What follows belongs to an exercise in optimizing a design on an open flow for small area, a short achievable clock period and few clock cycles per item; a production flow would make more cautious choices. RTL that was checked went through simulation tests only; none was proved equivalent to the original.

==> flow/design.v <==
module ysyx_divunit (
    input             clk,
    input             rstn,
    input             div_valid,
    input             div_word,
    input             div_sign,
    input             alu_sec,
    input      [63:0] dividend,
    input      [63:0] divisor,
    output            res_rdy,
    output     [63:0] div_res
);
localparam S_IDLE = 3'd0, S_SHIFT = 3'd1, S_ITER = 3'd2, S_NEG = 3'd3, S_DONE = 3'd4;
reg  [2:0]  state;
reg  [63:0] rem;      
reg  [63:0] dn;       
reg  [63:0] quo;      
reg  [5:0]  cnt;      
reg  [5:0]  pa_r, pb_r;   
reg         va_r, na_r;
reg         vb_r, nb_r, sec_r, w_r, cin_r, negq_r, negr_r, done_r;
reg         at_r, bt_r;   
reg  [2:0]  f1, f0;
wire [63:0] a64 = div_word ? {{32{div_sign & dividend[31]}}, dividend[31:0]} : dividend;
wire [63:0] b64 = div_word ? {{32{div_sign & divisor[31]}},  divisor[31:0]}  : divisor;
wire        na  = div_sign & a64[63];
wire        nb  = div_sign & b64[63];
wire [63:0] xa  = a64 ^ {64{na}};    
wire [63:0] xb  = b64 ^ {64{nb}};    
function [10:0] msb64(input [63:0] x);    
    reg [31:0] v1; reg [1*32-1:0] p1;
    reg [15:0] v2; reg [2*16-1:0] p2;
    reg [7:0]  v3; reg [3*8-1:0]  p3;
    reg [3:0]  v4; reg [4*4-1:0]  p4;
    reg [1:0]  v5; reg [5*2-1:0]  p5;
    integer i;
    begin
        for (i = 0; i < 32; i = i + 1) begin
            v1[i] = x[2*i+1] | x[2*i];
            p1[i] = x[2*i+1];
        end
        for (i = 0; i < 16; i = i + 1) begin
            v2[i] = v1[2*i+1] | v1[2*i];
            p2[2*i +: 2] = v1[2*i+1] ? {1'b1, p1[(2*i+1)*1 +: 1]} : {1'b0, p1[(2*i)*1 +: 1]};
        end
        for (i = 0; i < 8; i = i + 1) begin
            v3[i] = v2[2*i+1] | v2[2*i];
            p3[3*i +: 3] = v2[2*i+1] ? {1'b1, p2[(2*i+1)*2 +: 2]} : {1'b0, p2[(2*i)*2 +: 2]};
        end
        for (i = 0; i < 4; i = i + 1) begin
            v4[i] = v3[2*i+1] | v3[2*i];
            p4[4*i +: 4] = v3[2*i+1] ? {1'b1, p3[(2*i+1)*3 +: 3]} : {1'b0, p3[(2*i)*3 +: 3]};
        end
        for (i = 0; i < 2; i = i + 1) begin
            v5[i] = v4[2*i+1] | v4[2*i];
            p5[5*i +: 5] = v4[2*i+1] ? {1'b1, p4[(2*i+1)*4 +: 4]} : {1'b0, p4[(2*i)*4 +: 4]};
        end
        msb64 = {v4, v5[1] | v5[0], v5[1] ? {1'b1, p5[9:5]} : {1'b0, p5[4:0]}};
    end
endfunction
wire [10:0] ma = msb64(xa);
wire [10:0] mb = msb64(xb);
wire [3:0] ag = ma[10:7], bg = mb[10:7];
wire [3:0] ahi = {ag[3], |ag[3:2], |ag[3:1], |ag};    
wire       k0e = na ? |(bg[3:1] & ~ahi[2:0]) : |(bg & ~ahi);
wire       bz   = (pb_r == 6'd0) & ~vb_r & ~nb_r;              
wire [6:0] dab  = {1'b0, pa_r} - {1'b0, pb_r};                
wire       k0   = bz | (va_r ? (dab[6] & (~na_r | ~(&dab))) : (~na_r | (pb_r != 6'd0)));
wire [5:0] sdif = va_r ? dab[5:0] + {5'd0, na_r} : 6'd0;
wire        fl = ~nb_r;
wire [5:0]  sh = sdif;
wire [63:0] y0 = quo;
wire [63:0] y1 = sh[0] ? {y0[62:0], {1{fl}}}  : y0;
wire [63:0] y2 = sh[1] ? {y1[61:0], {2{fl}}}  : y1;
wire [63:0] y3 = sh[2] ? {y2[59:0], {4{fl}}}  : y2;
wire [63:0] y4 = sh[3] ? {y3[55:0], {8{fl}}}  : y3;
wire [63:0] y5 = sh[4] ? {y4[47:0], {16{fl}}} : y4;
wire [63:0] y6 = sh[5] ? {y5[31:0], {32{fl}}} : y5;
wire        q;
wire [64:0] sum;
wire        bt = bt_r & ~((state == S_SHIFT) & k0);
add_pfx #(.N(65)) u_add (.a({at_r, rem}), .b({bt, dn}), .ci(cin_r), .s(sum), .co(q));
wire [63:0] t = sum[63:0];
wire        qb = q | (sum[64] & ~at_r);
wire last   = (cnt == 6'd0);
wire s_idle = (state == S_IDLE), s_iter = (state == S_ITER);
wire mvq    = s_iter & last & ~sec_r;                 
wire [63:0] alt = s_idle ? xa : (mvq ? {quo[62:0], qb} : rem);
reg  [2:0] nxt;
always @* begin
    nxt = state;
    case (state)
        S_IDLE:  if (div_valid) nxt = k0e ? S_DONE : S_SHIFT;
        S_SHIFT: nxt = k0 ? S_DONE : S_ITER;
        S_ITER:  if (last) nxt = (negq_r | negr_r) ? S_NEG : S_DONE;
        S_NEG:   nxt = S_DONE;
        default: nxt = S_IDLE;
    endcase
end
wire [5:0] cnt_nxt  = (state == S_SHIFT) ? sdif : cnt - 6'd1;
wire       mvq_nxt  = (nxt == S_ITER) & (cnt_nxt == 6'd0) & ~sec_r;
always @(posedge clk or negedge rstn) begin
    if (!rstn) begin
        state  <= S_IDLE;
        done_r <= 1'b0;
        at_r   <= 1'b0;
        bt_r   <= 1'b0;
    end else begin
        state  <= nxt;
        done_r <= (nxt == S_DONE);
        at_r   <= (nxt == S_SHIFT) | (nxt == S_NEG) | ((nxt == S_ITER) & ~mvq_nxt);
        bt_r   <= (nxt == S_SHIFT) | (nxt == S_NEG);
    end
end
always @(posedge clk) begin
    nb_r   <= nb;
    sec_r  <= alu_sec;
    w_r    <= div_word;
    negq_r <= ~alu_sec & (na ^ nb);
    negr_r <= alu_sec & na;
    na_r   <= na;
    va_r   <= ma[6];
    vb_r   <= mb[6];
    pa_r   <= ma[5:0];
    pb_r   <= mb[5:0];
    dn  <= s_idle ? 64'd0 :
           (state == S_SHIFT) ? (k0 ? {64{1'b1}} : y6) :
           (s_iter & ~last) ? {1'b1, dn[63:1]} : {64{1'b1}};
    quo <= s_idle ? ~xb : (state == S_SHIFT) ? 64'd0 : {quo[62:0], qb};
end
always @(posedge clk) begin
    rem <= q ? t : alt;
    cnt <= cnt_nxt;
    case (state)
        S_IDLE: begin
            cin_r  <= na;
            f1     <= alu_sec ? {~na & ~div_word, ~na, ~na} : 3'b000;
            f0     <= alu_sec ? {na & ~div_word, na, na} : 3'b000;
        end
        S_SHIFT: begin
            cin_r <= ~nb_r;
            if (!k0) begin
                f1 <= 3'b111;
                f0 <= 3'b000;
            end else if (sec_r) begin      
                f1 <= {~na_r & ~w_r, ~na_r, ~na_r};
                f0 <= {na_r & ~w_r, na_r, na_r};
            end else begin                 
                f1 <= {bz & ~na_r & ~w_r, bz & ~na_r, bz};
                f0 <= {bz & ~na_r & ~w_r, bz & ~na_r, bz};
            end
        end
        S_ITER: begin
            if (last) cin_r <= 1'b0;
        end
        S_NEG: begin
            f1 <= 3'b000;
            f0 <= {~w_r, 2'b11};
        end
        default: ;
    endcase
end
genvar gi;
generate
    for (gi = 0; gi < 64; gi = gi + 1) begin : g_out
        localparam integer G = (gi == 0) ? 0 : (gi < 32) ? 1 : 2;
        assign div_res[gi] = rem[gi] ? f1[G] : f0[G];
    end
endgenerate
assign res_rdy = done_r;
endmodule
module add_pfx #(parameter N = 64) (
    input  [N-1:0] a,
    input  [N-1:0] b,
    input          ci,
    output [N-1:0] s,
    output         co
);
localparam M = N + 1;    
reg [M-1:0] g, p;
integer d, i;
always @* begin
    g = {a & b, ci};
    p = {a ^ b, 1'b0};
    for (d = 1; d < M; d = d * 2)
        for (i = M-1; i >= 0; i = i - 1)
            if ((i / d) % 2 == 1) begin
                g[i] = g[i] | (p[i] & g[(i/d)*d - 1]);
                p[i] = p[i] & p[(i/d)*d - 1];
            end
end
assign s  = (a ^ b) ^ g[M-2:0];
assign co = g[M-1];
endmodule
export LEC_CHECK = 0
export CAP_MARGIN = 20
export CORE_MARGIN = 2
export CORE_UTILIZATION = 60
export PLACE_DENSITY = 0.7
export SETUP_SLACK_MARGIN = 5
export SLEW_MARGIN = 20
create_clock -name core_clock -period 10.0 [get_ports {clk}]
standard.sh (not shown) runs the stock make flow with config.mk's settings and CLKGATE_MAP_FILE= SYNTH_SCRIPT=/design/flow/synth_recipe.tcl, a recipe that flattens the netlist after the stock synthesis.
==> flow/flow/run.sh <==
#!/bin/bash
set -euo pipefail
bash standard.sh "BUFFER_PORTS_ARGS=-buffer_cell sky130_fd_sc_hd__buf_1" \
  "CTS_ARGS=-sink_clustering_enable -repair_clock_nets -dont_use_dummy_load" \
  SETUP_SLACK_MARGIN=6.0 finish > standard.log 2>&1
Next try:
--- a/flow/design.v
+++ b/flow/design.v
@@ -25,11 +25,11 @@
 wire [63:0] b64 = div_word ? {{32{div_sign & divisor[31]}},  divisor[31:0]}  : divisor;
 wire        na  = div_sign & a64[63];
 wire        nb  = div_sign & b64[63];
 wire [63:0] xa  = a64 ^ {64{na}};    
 wire [63:0] xb  = b64 ^ {64{nb}};    
-function [10:0] msb64(input [63:0] x);    
+function [6:0] msb64(input [63:0] x);    
     reg [31:0] v1; reg [1*32-1:0] p1;
     reg [15:0] v2; reg [2*16-1:0] p2;
     reg [7:0]  v3; reg [3*8-1:0]  p3;
     reg [3:0]  v4; reg [4*4-1:0]  p4;
     reg [1:0]  v5; reg [5*2-1:0]  p5;
@@ -53,18 +53,16 @@
         end
         for (i = 0; i < 2; i = i + 1) begin
             v5[i] = v4[2*i+1] | v4[2*i];
             p5[5*i +: 5] = v4[2*i+1] ? {1'b1, p4[(2*i+1)*4 +: 4]} : {1'b0, p4[(2*i)*4 +: 4]};
         end
-        msb64 = {v4, v5[1] | v5[0], v5[1] ? {1'b1, p5[9:5]} : {1'b0, p5[4:0]}};
+        msb64 = {v5[1] | v5[0], v5[1] ? {1'b1, p5[9:5]} : {1'b0, p5[4:0]}};
     end
 endfunction
-wire [10:0] ma = msb64(xa);
-wire [10:0] mb = msb64(xb);
-wire [3:0] ag = ma[10:7], bg = mb[10:7];
-wire [3:0] ahi = {ag[3], |ag[3:2], |ag[3:1], |ag};    
-wire       k0e = na ? |(bg[3:1] & ~ahi[2:0]) : |(bg & ~ahi);
+wire [6:0] ma = msb64(xa);
+wire [6:0] mb = msb64(xb);
+wire       bzi = ~|(div_word ? {32'd0, divisor[31:0]} : divisor);    
 wire       bz   = (pb_r == 6'd0) & ~vb_r & ~nb_r;              
 wire [6:0] dab  = {1'b0, pa_r} - {1'b0, pb_r};                
 wire       k0   = bz | (va_r ? (dab[6] & (~na_r | ~(&dab))) : (~na_r | (pb_r != 6'd0)));
 wire [5:0] sdif = va_r ? dab[5:0] + {5'd0, na_r} : 6'd0;
 wire        fl = ~nb_r;
@@ -76,24 +74,23 @@
 wire [63:0] y4 = sh[3] ? {y3[55:0], {8{fl}}}  : y3;
 wire [63:0] y5 = sh[4] ? {y4[47:0], {16{fl}}} : y4;
 wire [63:0] y6 = sh[5] ? {y5[31:0], {32{fl}}} : y5;
 wire        q;
 wire [64:0] sum;
-wire        bt = bt_r & ~((state == S_SHIFT) & k0);
-add_pfx #(.N(65)) u_add (.a({at_r, rem}), .b({bt, dn}), .ci(cin_r), .s(sum), .co(q));
+add_pfx #(.N(65)) u_add (.a({at_r, rem}), .b({bt_r, dn}), .ci(cin_r), .s(sum), .co(q));
 wire [63:0] t = sum[63:0];
 wire        qb = q | (sum[64] & ~at_r);
 wire last   = (cnt == 6'd0);
 wire s_idle = (state == S_IDLE), s_iter = (state == S_ITER);
 wire mvq    = s_iter & last & ~sec_r;                 
 wire [63:0] alt = s_idle ? xa : (mvq ? {quo[62:0], qb} : rem);
 reg  [2:0] nxt;
 always @* begin
     nxt = state;
     case (state)
-        S_IDLE:  if (div_valid) nxt = k0e ? S_DONE : S_SHIFT;
-        S_SHIFT: nxt = k0 ? S_DONE : S_ITER;
+        S_IDLE:  if (div_valid) nxt = S_SHIFT;
+        S_SHIFT: nxt = k0 ? S_IDLE : S_ITER;
         S_ITER:  if (last) nxt = (negq_r | negr_r) ? S_NEG : S_DONE;
         S_NEG:   nxt = S_DONE;
         default: nxt = S_IDLE;
     endcase
 end
@@ -132,25 +129,17 @@
     rem <= q ? t : alt;
     cnt <= cnt_nxt;
     case (state)
         S_IDLE: begin
             cin_r  <= na;
-            f1     <= alu_sec ? {~na & ~div_word, ~na, ~na} : 3'b000;
-            f0     <= alu_sec ? {na & ~div_word, na, na} : 3'b000;
+            f1     <= alu_sec ? {~na & ~div_word, ~na, ~na} : {bzi & ~na & ~div_word, bzi & ~na, bzi};
+            f0     <= alu_sec ? {na & ~div_word, na, na} : {bzi & ~na & ~div_word, bzi & ~na, bzi};
         end
         S_SHIFT: begin
             cin_r <= ~nb_r;
-            if (!k0) begin
-                f1 <= 3'b111;
-                f0 <= 3'b000;
-            end else if (sec_r) begin      
-                f1 <= {~na_r & ~w_r, ~na_r, ~na_r};
-                f0 <= {na_r & ~w_r, na_r, na_r};
-            end else begin                 
-                f1 <= {bz & ~na_r & ~w_r, bz & ~na_r, bz};
-                f0 <= {bz & ~na_r & ~w_r, bz & ~na_r, bz};
-            end
+            f1    <= 3'b111;
+            f0    <= 3'b000;
         end
         S_ITER: begin
             if (last) cin_r <= 1'b0;
         end
         S_NEG: begin
@@ -165,11 +154,11 @@
     for (gi = 0; gi < 64; gi = gi + 1) begin : g_out
         localparam integer G = (gi == 0) ? 0 : (gi < 32) ? 1 : 2;
         assign div_res[gi] = rem[gi] ? f1[G] : f0[G];
     end
 endgenerate
-assign res_rdy = done_r;
+assign res_rdy = done_r | ((state == S_SHIFT) & k0);
 endmodule
 module add_pfx #(parameter N = 64) (
     input  [N-1:0] a,
     input  [N-1:0] b,
     input          ci,
The changed run ran to the end with no violations.
First-iteration DRC count fell by 17%.
Die area rose by 0.37%.
Sequential cell count does not change.
Synthesized cell count rose by about 2.5%.
Routed wire length rose by 1.7%.
Worst setup slack degrades by 770 ps.
Area after synthesis rose by about 0.4%.
Via count rose by 3.3%.
Utilization stays flat.
Final cell count rose by about 1.5%.
Count of clock-buffer cells in the layout rose by 2.
No functional check of the RTL was part of any run of this note.

v6:
Another version of the RTL of ysyx_divunit (not shown whole).
For scale: roughly 230 flip-flops, about 200 I/O pins, about 21000 um^2 of cells after synthesis.
==> flow/config.mk <==
export PLATFORM = sky130hd
export DESIGN_NAME = ysyx_divunit
export DESIGN_NICKNAME = ysyx_divunit
export VERILOG_FILES = /design/flow/design.v
export SDC_FILE = /design/flow/constraint.sdc
export NUM_CORES = 8
export LEC_CHECK = 0
export CAP_MARGIN = 20
export CORE_MARGIN = 2
export CORE_UTILIZATION = 60
export PLACE_DENSITY = 0.7
export SETUP_SLACK_MARGIN = 5
export SLEW_MARGIN = 20
==> flow/constraint.sdc <==
create_clock -name core_clock -period 10.0 [get_ports {clk}]
set_input_delay 2.0000 -clock core_clock [delete_from_list [all_inputs] [get_ports {clk}]]
set_output_delay 2.0000 -clock core_clock [all_outputs]
set_load 0.01 [all_outputs]
Scripts as last shown in full above: flow/flow/run.sh
Testbench counts of v6, summed over its fixed seeds: cycles 37,018, divs 3,200.
Changes in v7 relative to v6:
--- a/flow/design.v
+++ b/flow/design.v
@@ -81,25 +81,26 @@
 wire [63:0] y3 = sh[2] ? {y2[59:0], {4{fl}}}  : y2;
 wire [63:0] y4 = sh[3] ? {y3[55:0], {8{fl}}}  : y3;
 wire [63:0] y5 = sh[4] ? {y4[47:0], {16{fl}}} : y4;
 wire [63:0] y6 = sh[5] ? {y5[31:0], {32{fl}}} : y5;
 wire        q;
 wire [64:0] sum;
-add_pfx #(.N(65)) u_add (.a({at_r, rem}), .b({bt_r, dn}), .ci(cin_r), .s(sum), .co(q));
+wire        bt = bt_r & ~((state == S_SHIFT) & k0);
+add_pfx #(.N(65)) u_add (.a({at_r, rem}), .b({bt, dn}), .ci(cin_r), .s(sum), .co(q));
 wire [63:0] t = sum[63:0];
 wire        qb = q | (sum[64] & ~at_r);
 wire last   = (cnt == 6'd0);
 wire s_idle = (state == S_IDLE), s_iter = (state == S_ITER);
 wire mvq    = s_iter & last & ~sec_r;                 
 wire [63:0] alt = s_idle ? xa : (mvq ? {quo[62:0], qb} : rem);
 reg  [2:0] nxt;
 always @* begin
     nxt = state;
     case (state)
         S_IDLE:  if (div_valid) nxt = k0e ? S_DONE : S_SHIFT;
-        S_SHIFT: nxt = k0 ? ((sec_r & na_r) ? S_NEG : S_DONE) : S_ITER;
+        S_SHIFT: nxt = k0 ? S_DONE : S_ITER;
         S_ITER:  if (last) nxt = (negq_r | negr_r) ? S_NEG : S_DONE;
         S_NEG:   nxt = S_DONE;
         default: nxt = S_IDLE;
     endcase
 end
 wire [5:0] cnt_nxt  = (state == S_SHIFT) ? sdif : cnt - 6'd1;
@@ -115,41 +116,44 @@
         done_r <= (nxt == S_DONE);
         at_r   <= (nxt == S_SHIFT) | (nxt == S_NEG) | ((nxt == S_ITER) & ~mvq_nxt);
         bt_r   <= (nxt == S_SHIFT) | (nxt == S_NEG);
     end
 end
 always @(posedge clk) begin
+    nb_r   <= nb;
+    sec_r  <= alu_sec;
+    w_r    <= div_word;
+    negq_r <= ~alu_sec & (na ^ nb);
+    negr_r <= alu_sec & na;
+    na_r   <= na;
+    va_r   <= ma[6];
+    vb_r   <= mb[6];
+    pa_r   <= ma[5:0];
+    pb_r   <= mb[5:0];
     dn  <= s_idle ? 64'd0 :
            (state == S_SHIFT) ? (k0 ? {64{1'b1}} : y6) :
            (s_iter & ~last) ? {1'b1, dn[63:1]} : {64{1'b1}};
     quo <= s_idle ? ~xb : (state == S_SHIFT) ? 64'd0 : {quo[62:0], qb};
 end
 always @(posedge clk) begin
     rem <= q ? t : alt;
     cnt <= cnt_nxt;
     case (state)
         S_IDLE: begin
-            nb_r   <= nb;
-            sec_r  <= alu_sec;
-            w_r    <= div_word;
             cin_r  <= na;
-            negq_r <= ~alu_sec & (na ^ nb);
-            negr_r <= alu_sec & na;
-            na_r   <= na;
-            va_r   <= ma[6];
-            vb_r   <= mb[6];
-            pa_r   <= ma[5:0];
-            pb_r   <= mb[6] ? mb[5:0] : 6'd0;
             f1     <= alu_sec ? {~na & ~div_word, ~na, ~na} : 3'b000;
             f0     <= alu_sec ? {na & ~div_word, na, na} : 3'b000;
         end
         S_SHIFT: begin
-            cin_r <= ~nb_r & ~k0;
-            if (!k0 || sec_r) begin
+            cin_r <= ~nb_r;
+            if (!k0) begin
                 f1 <= 3'b111;
                 f0 <= 3'b000;
+            end else if (sec_r) begin      
+                f1 <= {~na_r & ~w_r, ~na_r, ~na_r};
+                f0 <= {na_r & ~w_r, na_r, na_r};
             end else begin                 
                 f1 <= {bz & ~na_r & ~w_r, bz & ~na_r, bz};
                 f0 <= {bz & ~na_r & ~w_r, bz & ~na_r, bz};
             end
         end
         S_ITER: begin
@@ -181,16 +185,20 @@
 localparam M = N + 1;    
 reg [M-1:0] g, p;
 integer d, i;
 always @* begin
     g = {a & b, ci};
     p = {a ^ b, 1'b0};
-    for (d = 1; d < M; d = d * 2)
-        for (i = M-1; i >= 0; i = i - 1)
-            if ((i / d) % 2 == 1) begin
-                g[i] = g[i] | (p[i] & g[(i/d)*d - 1]);
-                p[i] = p[i] & p[(i/d)*d - 1];
-            end
+    for (d = 1; d < M; d = d * 2)            
+        for (i = 2*d-1; i < M; i = i + 2*d) begin
+            g[i] = g[i] | (p[i] & g[i-d]);
+            p[i] = p[i] & p[i-d];
+        end
+    for (d = 64; d >= 1; d = d / 2)          
+        for (i = 3*d-1; i < M; i = i + 2*d) begin
+            g[i] = g[i] | (p[i] & g[i-d]);
+            p[i] = p[i] & p[i-d];
+        end
 end
 assign s  = (a ^ b) ^ g[M-2:0];
 assign co = g[M-1];
 endmodule
[summary]
The final report for v7 shows a completed flow and a layout that fails verification, specifically max-capacitance violations, max-slew violations. Taking v6 as the reference, in v7 routability congestion estimate fell 0.020, number of violations of the max-capacitance limit went up 1, layout net count rose by 23. Summary of v7 over v6: post-synthesis net count -about 1.4%; total die area saw a decrease; final design area excluding fillers went up 1200 um^2; instance count of the mapped netlist fell 65. Going from v6 to v7, the total count of max-transition violations in the final report was found to have gone up by 9. v7 vs v6, path type of the worst setup path: flop to flop vs primary input to flop. When v7 is set beside v6, its standard cell core area turns out to be 260 um^2 smaller.
The RTL of v7 was laid out without a check of its function.

[afterwards: timing with drivers on the ports]
How much do the figures lean on ideal ports? The routed layouts below were timed once more, with nothing changed but the port constraints.
Step 1: set_driving_cell puts a clkbuf_16 on clk and a buf_2 on each other input, an assumption about the parent block.
Step 2, shift: input delay + t, output delay - t, t = (earliest + latest rising clock arrival at the registers) / 2. This alone moves slack from input paths to output paths.
Slacks: ideal ports / drivers / drivers and shift; pairs: ideal ports / drivers.
| run | shift t [ns] | setup slack, ns | pins driven straight from the clock port |
|---|---|---|---|
| the first run of note 1 | 0.583 | 5.979 / 5.961 / 5.402 | 1 |
| the second run of note 1 | 0.607 | 5.212 / 5.156 / 5.416 | 1 |
| v6 | 0.597 | 5.887 / 5.910 / 5.312 | 1 |
| v7 | 0.593 | 5.733 / 5.733 / 5.350 | 1 |
The setup slack of the first run of note 1, which loses most, moves by -0.018 ns with the drivers and by -0.577 ns with both steps.
